Context: an optimization exercise on an open-source flow, tuned for small area. The choices shown serve that exercise and are no tape-out recipe. Function not checked in this run: the RTL went through the layout flow alone. Power figures rest on the tool's default switching activity, not on a simulated workload.

==> design/flow/config.mk <==
export PLATFORM = sky130hd
export DESIGN_NAME = cla64_reg
export DESIGN_NICKNAME = cla64_reg
export VERILOG_FILES = /design/flow/design.v
export SDC_FILE = /design/flow/constraint.sdc
export NUM_CORES = 4
export LEC_CHECK = 0
export ABC_CLOCK_PERIOD_IN_PS = 3000
export CAP_MARGIN = 20
export CORE_MARGIN = 2
export CORE_UTILIZATION = 60
export GPL_TIMING_DRIVEN = 0
export SLEW_MARGIN = 20
export SYNTH_HIERARCHICAL = 1
export SYNTH_MINIMUM_KEEP_SIZE = 0
==> design/flow/constraint.sdc <==
create_clock -name core_clock -period 3.0 [get_ports {clk}]
set_input_delay 0.6000 -clock core_clock [delete_from_list [all_inputs] [get_ports {clk}]]
set_output_delay 0.6000 -clock core_clock [all_outputs]
set_load 0.01 [all_outputs]
==> design/flow/design.v <==
module Carry_Look_Ahead_64bit(
	input	wire	[63:0]	A, B,
	input	wire		Cin,
	output	wire	[63:0]	S,
	output	wire		Cout
);
	wire	p0;
	wire	g0;
	wire	cn1;
	wire	pn1;
	wire	gn1;
	wire	c2;
	wire	p2;
	wire	g2;
	wire	cn3;
	wire	pn3;
	wire	gn3;
	wire	c4;
	wire	Cx1;
	wire	pn4;
	wire	gn4;
	wire	c5;
	wire	pn5;
	wire	gn5;
	wire	h1_2;
	wire	pp1_2;
	wire	cn6;
	wire	p6;
	wire	g6;
	wire	hn1_3;
	wire	ppn1_3;
	wire	c7;
	wire	pn7;
	wire	gn7;
	wire	h1_4;
	wire	pp1_4;
	wire	bc1n;
	wire	Cx2;
	wire	pn8;
	wire	gn8;
	wire	c9;
	wire	pn9;
	wire	gn9;
	wire	h2_2;
	wire	pp2_2;
	wire	cn10;
	wire	p10;
	wire	g10;
	wire	hn2_3;
	wire	ppn2_3;
	wire	c11;
	wire	pn11;
	wire	gn11;
	wire	h2_4;
	wire	pp2_4;
	wire	cn12;
	wire	p12;
	wire	g12;
	wire	hn2_5;
	wire	ppn2_5;
	wire	bc2;
	wire	Cx3;
	wire	pn13;
	wire	gn13;
	wire	c14;
	wire	pn14;
	wire	gn14;
	wire	h3_2;
	wire	pp3_2;
	wire	cn15;
	wire	p15;
	wire	g15;
	wire	hn3_3;
	wire	ppn3_3;
	wire	c16;
	wire	pn16;
	wire	gn16;
	wire	h3_4;
	wire	pp3_4;
	wire	cn17;
	wire	p17;
	wire	g17;
	wire	hn3_5;
	wire	ppn3_5;
	wire	c18;
	wire	pn18;
	wire	gn18;
	wire	h3_6;
	wire	pp3_6;
	wire	bc3n;
	wire	Cx4;
	wire	pn19;
	wire	gn19;
	wire	c20;
	wire	pn20;
	wire	gn20;
	wire	h4_2;
	wire	pp4_2;
	wire	cn21;
	wire	p21;
	wire	g21;
	wire	hn4_3;
	wire	ppn4_3;
	wire	c22;
	wire	pn22;
	wire	gn22;
	wire	h4_4;
	wire	pp4_4;
	wire	cn23;
	wire	p23;
	wire	g23;
	wire	hn4_5;
	wire	ppn4_5;
	wire	c24;
	wire	pn24;
	wire	gn24;
	wire	h4_6;
	wire	pp4_6;
	wire	cn25;
	wire	p25;
	wire	g25;
	wire	hn4_7;
	wire	ppn4_7;
	wire	bc4;
	wire	Cx5;
	wire	pn26;
	wire	gn26;
	wire	c27;
	wire	pn27;
	wire	gn27;
	wire	h5_2;
	wire	pp5_2;
	wire	cn28;
	wire	p28;
	wire	g28;
	wire	hn5_3;
	wire	ppn5_3;
	wire	c29;
	wire	pn29;
	wire	gn29;
	wire	h5_4;
	wire	pp5_4;
	wire	cn30;
	wire	p30;
	wire	g30;
	wire	hn5_5;
	wire	ppn5_5;
	wire	c31;
	wire	pn31;
	wire	gn31;
	wire	h5_6;
	wire	pp5_6;
	wire	cn32;
	wire	p32;
	wire	g32;
	wire	hn5_7;
	wire	ppn5_7;
	wire	c33;
	wire	pn33;
	wire	gn33;
	wire	h5_8;
	wire	pp5_8;
	wire	bc5n;
	wire	Cx6;
	wire	pn34;
	wire	gn34;
	wire	c35;
	wire	pn35;
	wire	gn35;
	wire	h6_2;
	wire	pp6_2;
	wire	cn36;
	wire	p36;
	wire	g36;
	wire	hn6_3;
	wire	ppn6_3;
	wire	c37;
	wire	pn37;
	wire	gn37;
	wire	h6_4;
	wire	pp6_4;
	wire	cn38;
	wire	p38;
	wire	g38;
	wire	hn6_5;
	wire	ppn6_5;
	wire	c39;
	wire	pn39;
	wire	gn39;
	wire	h6_6;
	wire	pp6_6;
	wire	cn40;
	wire	p40;
	wire	g40;
	wire	hn6_7;
	wire	ppn6_7;
	wire	c41;
	wire	pn41;
	wire	gn41;
	wire	h6_8;
	wire	pp6_8;
	wire	cn42;
	wire	p42;
	wire	g42;
	wire	hn6_9;
	wire	ppn6_9;
	wire	bc6;
	wire	Cx7;
	wire	pn43;
	wire	gn43;
	wire	c44;
	wire	pn44;
	wire	gn44;
	wire	h7_2;
	wire	pp7_2;
	wire	cn45;
	wire	p45;
	wire	g45;
	wire	hn7_3;
	wire	ppn7_3;
	wire	c46;
	wire	pn46;
	wire	gn46;
	wire	h7_4;
	wire	pp7_4;
	wire	cn47;
	wire	p47;
	wire	g47;
	wire	hn7_5;
	wire	ppn7_5;
	wire	c48;
	wire	pn48;
	wire	gn48;
	wire	h7_6;
	wire	pp7_6;
	wire	cn49;
	wire	p49;
	wire	g49;
	wire	hn7_7;
	wire	ppn7_7;
	wire	c50;
	wire	pn50;
	wire	gn50;
	wire	h7_8;
	wire	pp7_8;
	wire	cn51;
	wire	p51;
	wire	g51;
	wire	hn7_9;
	wire	ppn7_9;
	wire	c52;
	wire	pn52;
	wire	gn52;
	wire	h7_10;
	wire	pp7_10;
	wire	bc7n;
	wire	Cx8;
	wire	pn53;
	wire	gn53;
	wire	c54;
	wire	pn54;
	wire	gn54;
	wire	h8_2;
	wire	pp8_2;
	wire	cn55;
	wire	p55;
	wire	g55;
	wire	hn8_3;
	wire	ppn8_3;
	wire	c56;
	wire	pn56;
	wire	gn56;
	wire	h8_4;
	wire	pp8_4;
	wire	cn57;
	wire	p57;
	wire	g57;
	wire	hn8_5;
	wire	ppn8_5;
	wire	c58;
	wire	pn58;
	wire	gn58;
	wire	h8_6;
	wire	pp8_6;
	wire	cn59;
	wire	p59;
	wire	g59;
	wire	hn8_7;
	wire	ppn8_7;
	wire	c60;
	wire	pn60;
	wire	gn60;
	wire	h8_8;
	wire	pp8_8;
	wire	cn61;
	wire	p61;
	wire	g61;
	wire	hn8_9;
	wire	ppn8_9;
	wire	c62;
	wire	pn62;
	wire	gn62;
	wire	h8_10;
	wire	pp8_10;
	wire	cn63;
	wire	p63;
	wire	g63;
	wire	hn8_11;
	wire	ppn8_11;
	wire	bc8;
	ha_pg u1(.a(A[0]), .b(B[0]), .p(p0), .g(g0));
	xor2 u2(.a(p0), .b(Cin), .y(S[0]));
	aoi21 u3(.a1(p0), .a2(Cin), .b1(g0), .y(cn1));
	xnor2 u4(.a(A[1]), .b(B[1]), .y(pn1));
	nand2 u5(.a(A[1]), .b(B[1]), .y(gn1));
	xor2 u6(.a(pn1), .b(cn1), .y(S[1]));
	oai21 u7(.a1(pn1), .a2(cn1), .b1(gn1), .y(c2));
	ha_pg u8(.a(A[2]), .b(B[2]), .p(p2), .g(g2));
	xor2 u9(.a(p2), .b(c2), .y(S[2]));
	aoi21 u10(.a1(p2), .a2(c2), .b1(g2), .y(cn3));
	xnor2 u11(.a(A[3]), .b(B[3]), .y(pn3));
	nand2 u12(.a(A[3]), .b(B[3]), .y(gn3));
	xor2 u13(.a(pn3), .b(cn3), .y(S[3]));
	oai21 u14(.a1(pn3), .a2(cn3), .b1(gn3), .y(c4));
	inv u15(.a(c4), .y(Cx1));
	xnor2 u16(.a(A[4]), .b(B[4]), .y(pn4));
	nand2 u17(.a(A[4]), .b(B[4]), .y(gn4));
	xnor2 u18(.a(pn4), .b(c4), .y(S[4]));
	oai21 u19(.a1(pn4), .a2(Cx1), .b1(gn4), .y(c5));
	xnor2 u20(.a(A[5]), .b(B[5]), .y(pn5));
	nand2 u21(.a(A[5]), .b(B[5]), .y(gn5));
	xnor2 u22(.a(pn5), .b(c5), .y(S[5]));
	oai21 u23(.a1(pn5), .a2(gn4), .b1(gn5), .y(h1_2));
	nor2 u24(.a(pn4), .b(pn5), .y(pp1_2));
	aoi21 u25(.a1(pp1_2), .a2(c4), .b1(h1_2), .y(cn6));
	ha_pg u26(.a(A[6]), .b(B[6]), .p(p6), .g(g6));
	xnor2 u27(.a(p6), .b(cn6), .y(S[6]));
	aoi21 u28(.a1(p6), .a2(h1_2), .b1(g6), .y(hn1_3));
	nand2 u29(.a(pp1_2), .b(p6), .y(ppn1_3));
	oai21 u30(.a1(ppn1_3), .a2(Cx1), .b1(hn1_3), .y(c7));
	xnor2 u31(.a(A[7]), .b(B[7]), .y(pn7));
	nand2 u32(.a(A[7]), .b(B[7]), .y(gn7));
	xnor2 u33(.a(pn7), .b(c7), .y(S[7]));
	oai21 u34(.a1(pn7), .a2(hn1_3), .b1(gn7), .y(h1_4));
	nor2 u35(.a(ppn1_3), .b(pn7), .y(pp1_4));
	aoi21 u36(.a1(pp1_4), .a2(c4), .b1(h1_4), .y(bc1n));
	inv u37(.a(bc1n), .y(Cx2));
	xnor2 u38(.a(A[8]), .b(B[8]), .y(pn8));
	nand2 u39(.a(A[8]), .b(B[8]), .y(gn8));
	xnor2 u40(.a(pn8), .b(Cx2), .y(S[8]));
	oai21 u41(.a1(pn8), .a2(bc1n), .b1(gn8), .y(c9));
	xnor2 u42(.a(A[9]), .b(B[9]), .y(pn9));
	nand2 u43(.a(A[9]), .b(B[9]), .y(gn9));
	xnor2 u44(.a(pn9), .b(c9), .y(S[9]));
	oai21 u45(.a1(pn9), .a2(gn8), .b1(gn9), .y(h2_2));
	nor2 u46(.a(pn8), .b(pn9), .y(pp2_2));
	aoi21 u47(.a1(pp2_2), .a2(Cx2), .b1(h2_2), .y(cn10));
	ha_pg u48(.a(A[10]), .b(B[10]), .p(p10), .g(g10));
	xnor2 u49(.a(p10), .b(cn10), .y(S[10]));
	aoi21 u50(.a1(p10), .a2(h2_2), .b1(g10), .y(hn2_3));
	nand2 u51(.a(pp2_2), .b(p10), .y(ppn2_3));
	oai21 u52(.a1(ppn2_3), .a2(bc1n), .b1(hn2_3), .y(c11));
	xnor2 u53(.a(A[11]), .b(B[11]), .y(pn11));
	nand2 u54(.a(A[11]), .b(B[11]), .y(gn11));
	xnor2 u55(.a(pn11), .b(c11), .y(S[11]));
	oai21 u56(.a1(pn11), .a2(hn2_3), .b1(gn11), .y(h2_4));
	nor2 u57(.a(ppn2_3), .b(pn11), .y(pp2_4));
	aoi21 u58(.a1(pp2_4), .a2(Cx2), .b1(h2_4), .y(cn12));
	ha_pg u59(.a(A[12]), .b(B[12]), .p(p12), .g(g12));
	xnor2 u60(.a(p12), .b(cn12), .y(S[12]));
	aoi21 u61(.a1(p12), .a2(h2_4), .b1(g12), .y(hn2_5));
	nand2 u62(.a(pp2_4), .b(p12), .y(ppn2_5));
	oai21 u63(.a1(ppn2_5), .a2(bc1n), .b1(hn2_5), .y(bc2));
	inv u64(.a(bc2), .y(Cx3));
	xnor2 u65(.a(A[13]), .b(B[13]), .y(pn13));
	nand2 u66(.a(A[13]), .b(B[13]), .y(gn13));
	xnor2 u67(.a(pn13), .b(bc2), .y(S[13]));
	oai21 u68(.a1(pn13), .a2(Cx3), .b1(gn13), .y(c14));
	xnor2 u69(.a(A[14]), .b(B[14]), .y(pn14));
	nand2 u70(.a(A[14]), .b(B[14]), .y(gn14));
	xnor2 u71(.a(pn14), .b(c14), .y(S[14]));
	oai21 u72(.a1(pn14), .a2(gn13), .b1(gn14), .y(h3_2));
	nor2 u73(.a(pn13), .b(pn14), .y(pp3_2));
	aoi21 u74(.a1(pp3_2), .a2(bc2), .b1(h3_2), .y(cn15));
	ha_pg u75(.a(A[15]), .b(B[15]), .p(p15), .g(g15));
	xnor2 u76(.a(p15), .b(cn15), .y(S[15]));
	aoi21 u77(.a1(p15), .a2(h3_2), .b1(g15), .y(hn3_3));
	nand2 u78(.a(pp3_2), .b(p15), .y(ppn3_3));
	oai21 u79(.a1(ppn3_3), .a2(Cx3), .b1(hn3_3), .y(c16));
	xnor2 u80(.a(A[16]), .b(B[16]), .y(pn16));
	nand2 u81(.a(A[16]), .b(B[16]), .y(gn16));
	xnor2 u82(.a(pn16), .b(c16), .y(S[16]));
	oai21 u83(.a1(pn16), .a2(hn3_3), .b1(gn16), .y(h3_4));
	nor2 u84(.a(ppn3_3), .b(pn16), .y(pp3_4));
	aoi21 u85(.a1(pp3_4), .a2(bc2), .b1(h3_4), .y(cn17));
	ha_pg u86(.a(A[17]), .b(B[17]), .p(p17), .g(g17));
	xnor2 u87(.a(p17), .b(cn17), .y(S[17]));
	aoi21 u88(.a1(p17), .a2(h3_4), .b1(g17), .y(hn3_5));
	nand2 u89(.a(pp3_4), .b(p17), .y(ppn3_5));
	oai21 u90(.a1(ppn3_5), .a2(Cx3), .b1(hn3_5), .y(c18));
	xnor2 u91(.a(A[18]), .b(B[18]), .y(pn18));
	nand2 u92(.a(A[18]), .b(B[18]), .y(gn18));
	xnor2 u93(.a(pn18), .b(c18), .y(S[18]));
	oai21 u94(.a1(pn18), .a2(hn3_5), .b1(gn18), .y(h3_6));
	nor2 u95(.a(ppn3_5), .b(pn18), .y(pp3_6));
	aoi21 u96(.a1(pp3_6), .a2(bc2), .b1(h3_6), .y(bc3n));
	inv u97(.a(bc3n), .y(Cx4));
	xnor2 u98(.a(A[19]), .b(B[19]), .y(pn19));
	nand2 u99(.a(A[19]), .b(B[19]), .y(gn19));
	xnor2 u100(.a(pn19), .b(Cx4), .y(S[19]));
	oai21 u101(.a1(pn19), .a2(bc3n), .b1(gn19), .y(c20));
	xnor2 u102(.a(A[20]), .b(B[20]), .y(pn20));
	nand2 u103(.a(A[20]), .b(B[20]), .y(gn20));
	xnor2 u104(.a(pn20), .b(c20), .y(S[20]));
	oai21 u105(.a1(pn20), .a2(gn19), .b1(gn20), .y(h4_2));
	nor2 u106(.a(pn19), .b(pn20), .y(pp4_2));
	aoi21 u107(.a1(pp4_2), .a2(Cx4), .b1(h4_2), .y(cn21));
	ha_pg u108(.a(A[21]), .b(B[21]), .p(p21), .g(g21));
	xnor2 u109(.a(p21), .b(cn21), .y(S[21]));
	aoi21 u110(.a1(p21), .a2(h4_2), .b1(g21), .y(hn4_3));
	nand2 u111(.a(pp4_2), .b(p21), .y(ppn4_3));
	oai21 u112(.a1(ppn4_3), .a2(bc3n), .b1(hn4_3), .y(c22));
	xnor2 u113(.a(A[22]), .b(B[22]), .y(pn22));
	nand2 u114(.a(A[22]), .b(B[22]), .y(gn22));
	xnor2 u115(.a(pn22), .b(c22), .y(S[22]));
	oai21 u116(.a1(pn22), .a2(hn4_3), .b1(gn22), .y(h4_4));
	nor2 u117(.a(ppn4_3), .b(pn22), .y(pp4_4));
	aoi21 u118(.a1(pp4_4), .a2(Cx4), .b1(h4_4), .y(cn23));
	ha_pg u119(.a(A[23]), .b(B[23]), .p(p23), .g(g23));
	xnor2 u120(.a(p23), .b(cn23), .y(S[23]));
	aoi21 u121(.a1(p23), .a2(h4_4), .b1(g23), .y(hn4_5));
	nand2 u122(.a(pp4_4), .b(p23), .y(ppn4_5));
	oai21 u123(.a1(ppn4_5), .a2(bc3n), .b1(hn4_5), .y(c24));
	xnor2 u124(.a(A[24]), .b(B[24]), .y(pn24));
	nand2 u125(.a(A[24]), .b(B[24]), .y(gn24));
	xnor2 u126(.a(pn24), .b(c24), .y(S[24]));
	oai21 u127(.a1(pn24), .a2(hn4_5), .b1(gn24), .y(h4_6));
	nor2 u128(.a(ppn4_5), .b(pn24), .y(pp4_6));
	aoi21 u129(.a1(pp4_6), .a2(Cx4), .b1(h4_6), .y(cn25));
	ha_pg u130(.a(A[25]), .b(B[25]), .p(p25), .g(g25));
	xnor2 u131(.a(p25), .b(cn25), .y(S[25]));
	aoi21 u132(.a1(p25), .a2(h4_6), .b1(g25), .y(hn4_7));
	nand2 u133(.a(pp4_6), .b(p25), .y(ppn4_7));
	oai21 u134(.a1(ppn4_7), .a2(bc3n), .b1(hn4_7), .y(bc4));
	inv u135(.a(bc4), .y(Cx5));
	xnor2 u136(.a(A[26]), .b(B[26]), .y(pn26));
	nand2 u137(.a(A[26]), .b(B[26]), .y(gn26));
	xnor2 u138(.a(pn26), .b(bc4), .y(S[26]));
	oai21 u139(.a1(pn26), .a2(Cx5), .b1(gn26), .y(c27));
	xnor2 u140(.a(A[27]), .b(B[27]), .y(pn27));
	nand2 u141(.a(A[27]), .b(B[27]), .y(gn27));
	xnor2 u142(.a(pn27), .b(c27), .y(S[27]));
	oai21 u143(.a1(pn27), .a2(gn26), .b1(gn27), .y(h5_2));
	nor2 u144(.a(pn26), .b(pn27), .y(pp5_2));
	aoi21 u145(.a1(pp5_2), .a2(bc4), .b1(h5_2), .y(cn28));
	ha_pg u146(.a(A[28]), .b(B[28]), .p(p28), .g(g28));
	xnor2 u147(.a(p28), .b(cn28), .y(S[28]));
	aoi21 u148(.a1(p28), .a2(h5_2), .b1(g28), .y(hn5_3));
	nand2 u149(.a(pp5_2), .b(p28), .y(ppn5_3));
	oai21 u150(.a1(ppn5_3), .a2(Cx5), .b1(hn5_3), .y(c29));
	xnor2 u151(.a(A[29]), .b(B[29]), .y(pn29));
	nand2 u152(.a(A[29]), .b(B[29]), .y(gn29));
	xnor2 u153(.a(pn29), .b(c29), .y(S[29]));
	oai21 u154(.a1(pn29), .a2(hn5_3), .b1(gn29), .y(h5_4));
	nor2 u155(.a(ppn5_3), .b(pn29), .y(pp5_4));
	aoi21 u156(.a1(pp5_4), .a2(bc4), .b1(h5_4), .y(cn30));
	ha_pg u157(.a(A[30]), .b(B[30]), .p(p30), .g(g30));
	xnor2 u158(.a(p30), .b(cn30), .y(S[30]));
	aoi21 u159(.a1(p30), .a2(h5_4), .b1(g30), .y(hn5_5));
	nand2 u160(.a(pp5_4), .b(p30), .y(ppn5_5));
	oai21 u161(.a1(ppn5_5), .a2(Cx5), .b1(hn5_5), .y(c31));
	xnor2 u162(.a(A[31]), .b(B[31]), .y(pn31));
	nand2 u163(.a(A[31]), .b(B[31]), .y(gn31));
	xnor2 u164(.a(pn31), .b(c31), .y(S[31]));
	oai21 u165(.a1(pn31), .a2(hn5_5), .b1(gn31), .y(h5_6));
	nor2 u166(.a(ppn5_5), .b(pn31), .y(pp5_6));
	aoi21 u167(.a1(pp5_6), .a2(bc4), .b1(h5_6), .y(cn32));
	ha_pg u168(.a(A[32]), .b(B[32]), .p(p32), .g(g32));
	xnor2 u169(.a(p32), .b(cn32), .y(S[32]));
	aoi21 u170(.a1(p32), .a2(h5_6), .b1(g32), .y(hn5_7));
	nand2 u171(.a(pp5_6), .b(p32), .y(ppn5_7));
	oai21 u172(.a1(ppn5_7), .a2(Cx5), .b1(hn5_7), .y(c33));
	xnor2 u173(.a(A[33]), .b(B[33]), .y(pn33));
	nand2 u174(.a(A[33]), .b(B[33]), .y(gn33));
	xnor2 u175(.a(pn33), .b(c33), .y(S[33]));
	oai21 u176(.a1(pn33), .a2(hn5_7), .b1(gn33), .y(h5_8));
	nor2 u177(.a(ppn5_7), .b(pn33), .y(pp5_8));
	aoi21 u178(.a1(pp5_8), .a2(bc4), .b1(h5_8), .y(bc5n));
	inv u179(.a(bc5n), .y(Cx6));
	xnor2 u180(.a(A[34]), .b(B[34]), .y(pn34));
	nand2 u181(.a(A[34]), .b(B[34]), .y(gn34));
	xnor2 u182(.a(pn34), .b(Cx6), .y(S[34]));
	oai21 u183(.a1(pn34), .a2(bc5n), .b1(gn34), .y(c35));
	xnor2 u184(.a(A[35]), .b(B[35]), .y(pn35));
	nand2 u185(.a(A[35]), .b(B[35]), .y(gn35));
	xnor2 u186(.a(pn35), .b(c35), .y(S[35]));
	oai21 u187(.a1(pn35), .a2(gn34), .b1(gn35), .y(h6_2));
	nor2 u188(.a(pn34), .b(pn35), .y(pp6_2));
	aoi21 u189(.a1(pp6_2), .a2(Cx6), .b1(h6_2), .y(cn36));
	ha_pg u190(.a(A[36]), .b(B[36]), .p(p36), .g(g36));
	xnor2 u191(.a(p36), .b(cn36), .y(S[36]));
	aoi21 u192(.a1(p36), .a2(h6_2), .b1(g36), .y(hn6_3));
	nand2 u193(.a(pp6_2), .b(p36), .y(ppn6_3));
	oai21 u194(.a1(ppn6_3), .a2(bc5n), .b1(hn6_3), .y(c37));
	xnor2 u195(.a(A[37]), .b(B[37]), .y(pn37));
	nand2 u196(.a(A[37]), .b(B[37]), .y(gn37));
	xnor2 u197(.a(pn37), .b(c37), .y(S[37]));
	oai21 u198(.a1(pn37), .a2(hn6_3), .b1(gn37), .y(h6_4));
	nor2 u199(.a(ppn6_3), .b(pn37), .y(pp6_4));
	aoi21 u200(.a1(pp6_4), .a2(Cx6), .b1(h6_4), .y(cn38));
	ha_pg u201(.a(A[38]), .b(B[38]), .p(p38), .g(g38));
	xnor2 u202(.a(p38), .b(cn38), .y(S[38]));
	aoi21 u203(.a1(p38), .a2(h6_4), .b1(g38), .y(hn6_5));
	nand2 u204(.a(pp6_4), .b(p38), .y(ppn6_5));
	oai21 u205(.a1(ppn6_5), .a2(bc5n), .b1(hn6_5), .y(c39));
	xnor2 u206(.a(A[39]), .b(B[39]), .y(pn39));
	nand2 u207(.a(A[39]), .b(B[39]), .y(gn39));
	xnor2 u208(.a(pn39), .b(c39), .y(S[39]));
	oai21 u209(.a1(pn39), .a2(hn6_5), .b1(gn39), .y(h6_6));
	nor2 u210(.a(ppn6_5), .b(pn39), .y(pp6_6));
	aoi21 u211(.a1(pp6_6), .a2(Cx6), .b1(h6_6), .y(cn40));
	ha_pg u212(.a(A[40]), .b(B[40]), .p(p40), .g(g40));
	xnor2 u213(.a(p40), .b(cn40), .y(S[40]));
	aoi21 u214(.a1(p40), .a2(h6_6), .b1(g40), .y(hn6_7));
	nand2 u215(.a(pp6_6), .b(p40), .y(ppn6_7));
	oai21 u216(.a1(ppn6_7), .a2(bc5n), .b1(hn6_7), .y(c41));
	xnor2 u217(.a(A[41]), .b(B[41]), .y(pn41));
	nand2 u218(.a(A[41]), .b(B[41]), .y(gn41));
	xnor2 u219(.a(pn41), .b(c41), .y(S[41]));
	oai21 u220(.a1(pn41), .a2(hn6_7), .b1(gn41), .y(h6_8));
	nor2 u221(.a(ppn6_7), .b(pn41), .y(pp6_8));
	aoi21 u222(.a1(pp6_8), .a2(Cx6), .b1(h6_8), .y(cn42));
	ha_pg u223(.a(A[42]), .b(B[42]), .p(p42), .g(g42));
	xnor2 u224(.a(p42), .b(cn42), .y(S[42]));
	aoi21 u225(.a1(p42), .a2(h6_8), .b1(g42), .y(hn6_9));
	nand2 u226(.a(pp6_8), .b(p42), .y(ppn6_9));
	oai21 u227(.a1(ppn6_9), .a2(bc5n), .b1(hn6_9), .y(bc6));
	inv u228(.a(bc6), .y(Cx7));
	xnor2 u229(.a(A[43]), .b(B[43]), .y(pn43));
	nand2 u230(.a(A[43]), .b(B[43]), .y(gn43));
	xnor2 u231(.a(pn43), .b(bc6), .y(S[43]));
	oai21 u232(.a1(pn43), .a2(Cx7), .b1(gn43), .y(c44));
	xnor2 u233(.a(A[44]), .b(B[44]), .y(pn44));
	nand2 u234(.a(A[44]), .b(B[44]), .y(gn44));
	xnor2 u235(.a(pn44), .b(c44), .y(S[44]));
	oai21 u236(.a1(pn44), .a2(gn43), .b1(gn44), .y(h7_2));
	nor2 u237(.a(pn43), .b(pn44), .y(pp7_2));
	aoi21 u238(.a1(pp7_2), .a2(bc6), .b1(h7_2), .y(cn45));
	ha_pg u239(.a(A[45]), .b(B[45]), .p(p45), .g(g45));
	xnor2 u240(.a(p45), .b(cn45), .y(S[45]));
	aoi21 u241(.a1(p45), .a2(h7_2), .b1(g45), .y(hn7_3));
	nand2 u242(.a(pp7_2), .b(p45), .y(ppn7_3));
	oai21 u243(.a1(ppn7_3), .a2(Cx7), .b1(hn7_3), .y(c46));
	xnor2 u244(.a(A[46]), .b(B[46]), .y(pn46));
	nand2 u245(.a(A[46]), .b(B[46]), .y(gn46));
	xnor2 u246(.a(pn46), .b(c46), .y(S[46]));
	oai21 u247(.a1(pn46), .a2(hn7_3), .b1(gn46), .y(h7_4));
	nor2 u248(.a(ppn7_3), .b(pn46), .y(pp7_4));
	aoi21 u249(.a1(pp7_4), .a2(bc6), .b1(h7_4), .y(cn47));
	ha_pg u250(.a(A[47]), .b(B[47]), .p(p47), .g(g47));
	xnor2 u251(.a(p47), .b(cn47), .y(S[47]));
	aoi21 u252(.a1(p47), .a2(h7_4), .b1(g47), .y(hn7_5));
	nand2 u253(.a(pp7_4), .b(p47), .y(ppn7_5));
	oai21 u254(.a1(ppn7_5), .a2(Cx7), .b1(hn7_5), .y(c48));
	xnor2 u255(.a(A[48]), .b(B[48]), .y(pn48));
	nand2 u256(.a(A[48]), .b(B[48]), .y(gn48));
	xnor2 u257(.a(pn48), .b(c48), .y(S[48]));
	oai21 u258(.a1(pn48), .a2(hn7_5), .b1(gn48), .y(h7_6));
	nor2 u259(.a(ppn7_5), .b(pn48), .y(pp7_6));
	aoi21 u260(.a1(pp7_6), .a2(bc6), .b1(h7_6), .y(cn49));
	ha_pg u261(.a(A[49]), .b(B[49]), .p(p49), .g(g49));
	xnor2 u262(.a(p49), .b(cn49), .y(S[49]));
	aoi21 u263(.a1(p49), .a2(h7_6), .b1(g49), .y(hn7_7));
	nand2 u264(.a(pp7_6), .b(p49), .y(ppn7_7));
	oai21 u265(.a1(ppn7_7), .a2(Cx7), .b1(hn7_7), .y(c50));
	xnor2 u266(.a(A[50]), .b(B[50]), .y(pn50));
	nand2 u267(.a(A[50]), .b(B[50]), .y(gn50));
	xnor2 u268(.a(pn50), .b(c50), .y(S[50]));
	oai21 u269(.a1(pn50), .a2(hn7_7), .b1(gn50), .y(h7_8));
	nor2 u270(.a(ppn7_7), .b(pn50), .y(pp7_8));
	aoi21 u271(.a1(pp7_8), .a2(bc6), .b1(h7_8), .y(cn51));
	ha_pg u272(.a(A[51]), .b(B[51]), .p(p51), .g(g51));
	xnor2 u273(.a(p51), .b(cn51), .y(S[51]));
	aoi21 u274(.a1(p51), .a2(h7_8), .b1(g51), .y(hn7_9));
	nand2 u275(.a(pp7_8), .b(p51), .y(ppn7_9));
	oai21 u276(.a1(ppn7_9), .a2(Cx7), .b1(hn7_9), .y(c52));
	xnor2 u277(.a(A[52]), .b(B[52]), .y(pn52));
	nand2 u278(.a(A[52]), .b(B[52]), .y(gn52));
	xnor2 u279(.a(pn52), .b(c52), .y(S[52]));
	oai21 u280(.a1(pn52), .a2(hn7_9), .b1(gn52), .y(h7_10));
	nor2 u281(.a(ppn7_9), .b(pn52), .y(pp7_10));
	aoi21 u282(.a1(pp7_10), .a2(bc6), .b1(h7_10), .y(bc7n));
	inv u283(.a(bc7n), .y(Cx8));
	xnor2 u284(.a(A[53]), .b(B[53]), .y(pn53));
	nand2 u285(.a(A[53]), .b(B[53]), .y(gn53));
	xnor2 u286(.a(pn53), .b(Cx8), .y(S[53]));
	oai21 u287(.a1(pn53), .a2(bc7n), .b1(gn53), .y(c54));
	xnor2 u288(.a(A[54]), .b(B[54]), .y(pn54));
	nand2 u289(.a(A[54]), .b(B[54]), .y(gn54));
	xnor2 u290(.a(pn54), .b(c54), .y(S[54]));
	oai21 u291(.a1(pn54), .a2(gn53), .b1(gn54), .y(h8_2));
	nor2 u292(.a(pn53), .b(pn54), .y(pp8_2));
	aoi21 u293(.a1(pp8_2), .a2(Cx8), .b1(h8_2), .y(cn55));
	ha_pg u294(.a(A[55]), .b(B[55]), .p(p55), .g(g55));
	xnor2 u295(.a(p55), .b(cn55), .y(S[55]));
	aoi21 u296(.a1(p55), .a2(h8_2), .b1(g55), .y(hn8_3));
	nand2 u297(.a(pp8_2), .b(p55), .y(ppn8_3));
	oai21 u298(.a1(ppn8_3), .a2(bc7n), .b1(hn8_3), .y(c56));
	xnor2 u299(.a(A[56]), .b(B[56]), .y(pn56));
	nand2 u300(.a(A[56]), .b(B[56]), .y(gn56));
	xnor2 u301(.a(pn56), .b(c56), .y(S[56]));
	oai21 u302(.a1(pn56), .a2(hn8_3), .b1(gn56), .y(h8_4));
	nor2 u303(.a(ppn8_3), .b(pn56), .y(pp8_4));
	aoi21 u304(.a1(pp8_4), .a2(Cx8), .b1(h8_4), .y(cn57));
	ha_pg u305(.a(A[57]), .b(B[57]), .p(p57), .g(g57));
	xnor2 u306(.a(p57), .b(cn57), .y(S[57]));
	aoi21 u307(.a1(p57), .a2(h8_4), .b1(g57), .y(hn8_5));
	nand2 u308(.a(pp8_4), .b(p57), .y(ppn8_5));
	oai21 u309(.a1(ppn8_5), .a2(bc7n), .b1(hn8_5), .y(c58));
	xnor2 u310(.a(A[58]), .b(B[58]), .y(pn58));
	nand2 u311(.a(A[58]), .b(B[58]), .y(gn58));
	xnor2 u312(.a(pn58), .b(c58), .y(S[58]));
	oai21 u313(.a1(pn58), .a2(hn8_5), .b1(gn58), .y(h8_6));
	nor2 u314(.a(ppn8_5), .b(pn58), .y(pp8_6));
	aoi21 u315(.a1(pp8_6), .a2(Cx8), .b1(h8_6), .y(cn59));
	ha_pg u316(.a(A[59]), .b(B[59]), .p(p59), .g(g59));
	xnor2 u317(.a(p59), .b(cn59), .y(S[59]));
	aoi21 u318(.a1(p59), .a2(h8_6), .b1(g59), .y(hn8_7));
	nand2 u319(.a(pp8_6), .b(p59), .y(ppn8_7));
	oai21 u320(.a1(ppn8_7), .a2(bc7n), .b1(hn8_7), .y(c60));
	xnor2 u321(.a(A[60]), .b(B[60]), .y(pn60));
	nand2 u322(.a(A[60]), .b(B[60]), .y(gn60));
	xnor2 u323(.a(pn60), .b(c60), .y(S[60]));
	oai21 u324(.a1(pn60), .a2(hn8_7), .b1(gn60), .y(h8_8));
	nor2 u325(.a(ppn8_7), .b(pn60), .y(pp8_8));
	aoi21 u326(.a1(pp8_8), .a2(Cx8), .b1(h8_8), .y(cn61));
	ha_pg u327(.a(A[61]), .b(B[61]), .p(p61), .g(g61));
	xnor2 u328(.a(p61), .b(cn61), .y(S[61]));
	aoi21 u329(.a1(p61), .a2(h8_8), .b1(g61), .y(hn8_9));
	nand2 u330(.a(pp8_8), .b(p61), .y(ppn8_9));
	oai21 u331(.a1(ppn8_9), .a2(bc7n), .b1(hn8_9), .y(c62));
	xnor2 u332(.a(A[62]), .b(B[62]), .y(pn62));
	nand2 u333(.a(A[62]), .b(B[62]), .y(gn62));
	xnor2 u334(.a(pn62), .b(c62), .y(S[62]));
	oai21 u335(.a1(pn62), .a2(hn8_9), .b1(gn62), .y(h8_10));
	nor2 u336(.a(ppn8_9), .b(pn62), .y(pp8_10));
	aoi21 u337(.a1(pp8_10), .a2(Cx8), .b1(h8_10), .y(cn63));
	ha_pg u338(.a(A[63]), .b(B[63]), .p(p63), .g(g63));
	xnor2 u339(.a(p63), .b(cn63), .y(S[63]));
	aoi21 u340(.a1(p63), .a2(h8_10), .b1(g63), .y(hn8_11));
	nand2 u341(.a(pp8_10), .b(p63), .y(ppn8_11));
	oai21 u342(.a1(ppn8_11), .a2(bc7n), .b1(hn8_11), .y(bc8));
	assign Cout = bc8;
endmodule
module ha_pg(input wire a, input wire b, output wire p, output wire g);
	assign p = a ^ b;
	assign g = a & b;
endmodule
module xor2(input wire a, input wire b, output wire y);
	assign y = a ^ b;
endmodule
module xnor2(input wire a, input wire b, output wire y);
	assign y = ~(a ^ b);
endmodule
module nand2(input wire a, input wire b, output wire y);
	assign y = ~(a & b);
endmodule
module nor2(input wire a, input wire b, output wire y);
	assign y = ~(a | b);
endmodule
module inv(input wire a, output wire y);
	assign y = ~a;
endmodule
module aoi21(input wire a1, input wire a2, input wire b1, output wire y);
	assign y = ~(a1 & a2 | b1);
endmodule
module oai21(input wire a1, input wire a2, input wire b1, output wire y);
	assign y = ~((a1 | a2) & b1);
endmodule
module cla64_reg(
	input	wire		clk,
	input	wire	[63:0]	A,
	input	wire	[63:0]	B,
	input	wire		Cin,
	output	reg	[63:0]	S,
	output	reg		Cout
);
	wire	[64:0]	sum;
	reg	[64:0]	sum_r;
Carry_Look_Ahead_64bit u_add(.A(A), .B(B), .Cin(Cin), .S(sum[63:0]), .Cout(sum[64]));
always @(posedge clk) begin
	sum_r <= sum;
	{Cout, S} <= sum_r;
end
endmodule
==> design/flow/flow/run.sh <==
#!/bin/bash
# Standard ORFS layout (the standard.sh) with changes that only affect
# how the layout is built:
#  - after floorplanning, every combinational cell is swapped for the
#    smallest cell of its family (downsize.tcl); the flow's timing repair
#    then sizes up only the cells that need it,
#  - port buffers use the smallest buffer cell,
#  - the clock tree uses small clock buffers and no dummy loads,
#  - after global routing, cells on paths with slack are downsized
#    (ORFS's power recovery step).
set -euo pipefail
export BUFFER_PORTS_ARGS="-buffer_cell sky130_fd_sc_hd__buf_1"
export CTS_ARGS="-sink_clustering_enable -repair_clock_nets -buf_list sky130_fd_sc_hd__clkbuf_4 -dont_use_dummy_load"
export RECOVER_POWER=100
here=$(pwd)
bash standard.sh floorplan > flow_make_floorplan.log 2>&1
res=$here/orfs/results/$FLOW_PLATFORM/cla64_reg/base
cp $res/2_floorplan.odb $res/2_floorplan_synth_sizes.odb
ODB_IN=$res/2_floorplan_synth_sizes.odb ODB_OUT=$res/2_floorplan.odb \
  openroad -no_init -exit flow/downsize.tcl > downsize.log 2>&1
bash standard.sh > flow_make.log 2>&1
==> design/flow/flow/downsize.tcl <==
# Swap every combinational cell of the synthesized netlist for the smallest
# cell of its family (same function, lower drive strength), so that later
# timing repair sizes up only the cells that need it.
# usage: openroad -exit downsize.tcl   (env ODB_IN, ODB_OUT)
read_db $::env(ODB_IN)
set db [ord::get_db]
set block [ord::get_db_block]
array set best {}
foreach lib [$db getLibs] {
  foreach m [$lib getMasters] {
    set n [$m getName]
    if {![regexp {^(sky130_fd_sc_hd__[a-z0-9]+)_([0-9]+)$} $n -> base drive]} { continue }
    set a [expr {[$m getWidth] * [$m getHeight]}]
    if {![info exists best($base)] || $a < [lindex $best($base) 1]} {
      set best($base) [list $m $a]
    }
  }
}
set n 0
foreach inst [$block getInsts] {
  set m [$inst getMaster]
  set name [$m getName]
  if {![regexp {^(sky130_fd_sc_hd__[a-z0-9]+)_([0-9]+)$} $name -> base drive]} { continue }
  if {[string match "*df*" $base] || [string match "*clk*" $base] || [string match "*tap*" $base]} { continue }
  set a [expr {[$m getWidth] * [$m getHeight]}]
  set b $best($base)
  if {[lindex $b 1] < $a} {
    $inst swapMaster [lindex $b 0]
    incr n
  }
}
puts "downsize: swapped $n instances"
write_db $::env(ODB_OUT)
==> design/flow/standard.sh <==
#!/bin/bash
# synth_recipe.tcl (not shown) runs the flow's synth.tcl, then flattens the netlist and writes it again
# the make line also repeats each setting of config.mk as NAME=value (left out here)
make -C /OpenROAD-flow-scripts/flow DESIGN_CONFIG=/design/flow/config.mk WORK_HOME=/design/flow/orfs CLKGATE_MAP_FILE= SYNTH_SCRIPT=/design/flow/synth_recipe.tcl "${@:-finish}"
==> impl.org <==
** CTS
- The number of clock buffers added by TritonCTS is 17.
- H-tree depth reported by CTS :: 4
- TritonCTS built the clock tree.
- The tree is rooted in a clkbuf_4.
- Clock edge transition at the registers on the reported setup and hold paths :: roughly 0.10 ns
- Clock Latency Late Sink :: about 0.47 ns
- Clk sink count :: 130
- Max clock buf depth :: 2

** Yosys
- Mapped Avg Cell Area :: 10.53 µm²
- Number of different library cells in the post-synthesis netlist :: 9
- Synthesis handed over a netlist of ~470 instances.
- Register bit count reported by yosys :: 130
- Post-synthesis cell area :: 4972 µm²
- Warnings, synthesis :: 7
- Net count of the mapped netlist :: 628
- The share of the Yosys chip area taken by registers is 52.34%.

** Worst setup path
- Cell depth of the worst setup path :: 16
- Count of cells along the worst register-to-register path :: 0
- Setup slack on the worst flop-to-flop path :: 2.56 ns
- Tracing the worst setup path back leads to its startpoint at A[0].
- CP max stage delay :: between 0.3 and 0.4 ns
- Worst path buffer plus inverter count :: 2
- Worst setup path endpoint :: sum_r[56]
- The worst register-to-register path ends at S[17].
- Peak fanout along the critical path :: 6
- STA puts the critical path data arrival time at around 3.3 ns.
- Worst r2r src :: sum_r[17]
- The critical path goes through buf_1 > ha_1 > a21oi_2 > o21ai_1 > a21oi_2 > o21ai_4 > a21oi_4 > o21ai_4 > a21oi_4 > o21ai_4 > a21oi_4 > o21ai_4 > a21oi_4 > buf_4 > o21ai_0 > xnor2_1.
- In this design, the largest share of critical-path delay is due to compound AO/OA/AOI/OAI gates.
- Crit start category :: input pin
- WP data required :: between 3 and 4 ns
- Worst path slowest cell :: ha_1
- Setup CP Type :: in -> reg
- Worst Setup End Kind :: flop

** Layout
- Summing all multi-input logic gate instances after layout gives 2235 µm².
- Share of layout cells above drive strength 1 :: 4.790%
- Nets :: between 800 and 900
- Sequential cell area :: 2603 µm²
- The library cell used most frequently in the layout, excluding fill and tap cells, is buf_1.
- From synthesis to final layout, the design area changed by 18.57%.
- Number of fillers in the final layout :: 636
- Summing all non-filler instances in the final layout gives an area of between 5000 and 6000 µm².
- Most frequent cells in the layout :: 194 x buf_1, 130 x dfxtp_1, 98 x xnor2_1, 62 x nand2_1, 48 x a21oi_1
- 0 antenna diodes ended up in the layout.

** Pwr
- In this run the power density over the cells is around 650 nW/µm².
- IR analysis of the VDD net gives a maximum drop of 0.0003134 V.
- For this design the static power due to leakage is 2.223 nW.

** Placement
- Final RePlAce weighted congestion :: 0.9052
- In this run the tool buffered the top-level ports with 194 buffer cells.
- Before CTS, the worst setup slack after placement is -3.174 ns.
- Placed wire-length estimate after detailed placement :: 7.440 mm
- In this run the cell area measured after placement is 5629 µm².

** Detailed routing
- After detailed routing, the average wire length per cell comes to 11.62 µm.
- Dividing the detail-routed via count by the number of cells gives 4.843.
- The first detailed-routing pass ran for 4 iterations.
- Via total after detailed routing :: 3,845
- For this run, design rule violations remaining after detail routing come to 0.
- Total wire length :: 9.227 mm
- DRT antenna net count :: 0
- For this block, the initial DRC count from the detailed router was 71.

** Die
- Die ar. :: between 9000 and 10,000 µm²
- After floorplanning, the core was divided into 33 placement rows.
- The core region is 8134 µm².
- Width of the chip :: 95.04 µm
- For this configuration, the core starts out at a cell density of 61.13%.
- Total I/O pin count :: between 150 and 200
- In this run the vertical extent of the chip is 95.04 µm.

** Timing
- Unrepaired setup endpoints after global routing :: false
- For the pin with the worst max-slew slack, the measured transition is approximately 0.38 ns.
- The worst path needs approximately 2.9 ns of the cycle, external delays included.
- Least setup slack across all paths after layout :: 0.1115 ns
- The final count of hold timing violations was 0.
- The max-slew violation total from the final report was 0.
- Measured against its own limit, the worst slew margin works out to approximately three quarters.
- Setup violations remaining at the end of the flow were counted as 0.
- Clock skew on the completed layout was measured at roughly 0.028 ns.
- Based on the critical path, the design can be clocked at up to 346.2 MHz.
- Final period utilization :: 96.28%

** GRT
- Initial antenna violation count :: 0
- The via count of the first global-routing pass was 3,603.
- Wire length of the first global-routing pass :: 14.63 mm
- For this run, the total global-route usage over all layers was measured as 21.20%.
- Aggregate global routing overflow :: 0
- Maximum number of pins on one net before global-route repair :: 17

** Run
- The tool flagged a number of max-cap violations equal to 0.

** Status
- Result of the run :: finished clean

** Hold path
- The worst hold path begins at sum_r[37].
- HP Class :: reg -> reg
[power by group]
group / internal (mW) / switching [mW]
clock network: 0.259 / 0.475
logic: 0.364 / 0.508
registers: 2.12 / 0.0857
total: 2.74 / 1.07
[metrics by stage]
step	instances	util [%]	total power, mW	hold slack [ns]	setup TNS [ns]
after global routing	794	72.48	4.054	0.3216	0
after CTS	790	72.11	3.857	0.3152	0
after global placement	771	69.20	3.059	0.3095	-88.24
after floorplan	472	-	2.847	0.3096	-0.1082
after detailed placement	771	69.20	3.091	0.3121	-94.89
final	794	72.48	3.813	0.3110	0
[Yosys stat by module, one instance, submodules excluded, a selection]
module,copies in the design,flip-flops and latches
aoi21,54,0
cla64_reg,1,130
ha_pg,26,0
inv,8,0
xnor2,98,0
xor2,4,0
[sequential cells by signal, indices dropped and copies added, names as in the netlist]
signal / count
S: 64
Cout: 1
sum_r: 65
[final cells by class]
type / count / area share, %
clock buffers: 17 / 2.165
inverters: 8 / 0.5093
multi-input cells: 334 / 37.90
flip-flops and latches: 130 / 44.14
well taps: 105 / 2.228
repair buffers: 200 / 13.05
[layer usage]
metal | track usage (%) | up-vias | wire length [µm]
li1 | - | 2008 | -
met1 | 21.61 | 1679 | 3576
met2 | 37.29 | 140 | 4640
met3 | 8.696 | 18 | 810
met4 | 10.75 | 0 | 199
met5 | 0 | - | 0
[synthesized netlist by cell type, drive strengths merged]
library cell / instances / area [µm²]
a21oi: 54 / 473.0
dfxtp: 130 / 2603
ha: 26 / 325.3
inv: 8 / 30.03
nand2: 62 / 232.7
nor2: 28 / 105.1
o21ai: 62 / 310.3
xnor2: 98 / 858.3
xor2: 4 / 35.03
[what timing repair did]
item                                    CTS  global route
hold buffers                              0             0
setup buffers                             2             4
endpoints found under the setup margin   46            16
pin swaps                                 3             4
resized for setup                        22             2
[worst min-delay path by stage]
stage | endpoint | cells after the start | slack (ns)
floorplan | Cout | 0 | 0.31
global placement | S[2] | 0 | 0.31
detailed placement | S[38] | 0 | 0.31
CTS | S[22] | 0 | 0.32
global route | S[42] | 0 | 0.32
finish | S[37] | 0 | 0.31
[cells by family after synthesis]
kind of cell,after synthesis,share of synthesized area (%)
buf+inv,8,0.6039
flops,130,52.34
fa+ha+maj,26,6.542
xor+xnor,102,17.97
compound gates,116,15.75
simple gates,90,6.794

re-timing with driven ports:
In the flow no input, the clock included, has a driving cell. The finished layout below was timed again as built, in two steps. Step 1 sets driving cells, clkbuf_16 on the clock port and buf_2 on the other inputs (assumed; they add their load-dependent delay and slew). Step 2, shift: input delay + t, output delay - t, t = (earliest + latest rising clock arrival at the registers) / 2. This alone moves slack from input paths to output paths. Three values: ideal, step 1, step 2; two values: the first two.
shift t [ns]: 0.491
setup WS [ns]: 0.111 / 0.121 / -0.370
worst hold slack (ns): 0.311 / 0.311 / 0.311
clock arrival spread, ns: 0.034 / 0.034
worst slew at a driven data input, ns: 0.05
With both steps, setup timing fails in this run, where it was met with ideal ports. For this run, drivers alone change the setup slack by +0.010 ns; drivers and shift together by -0.481 ns.
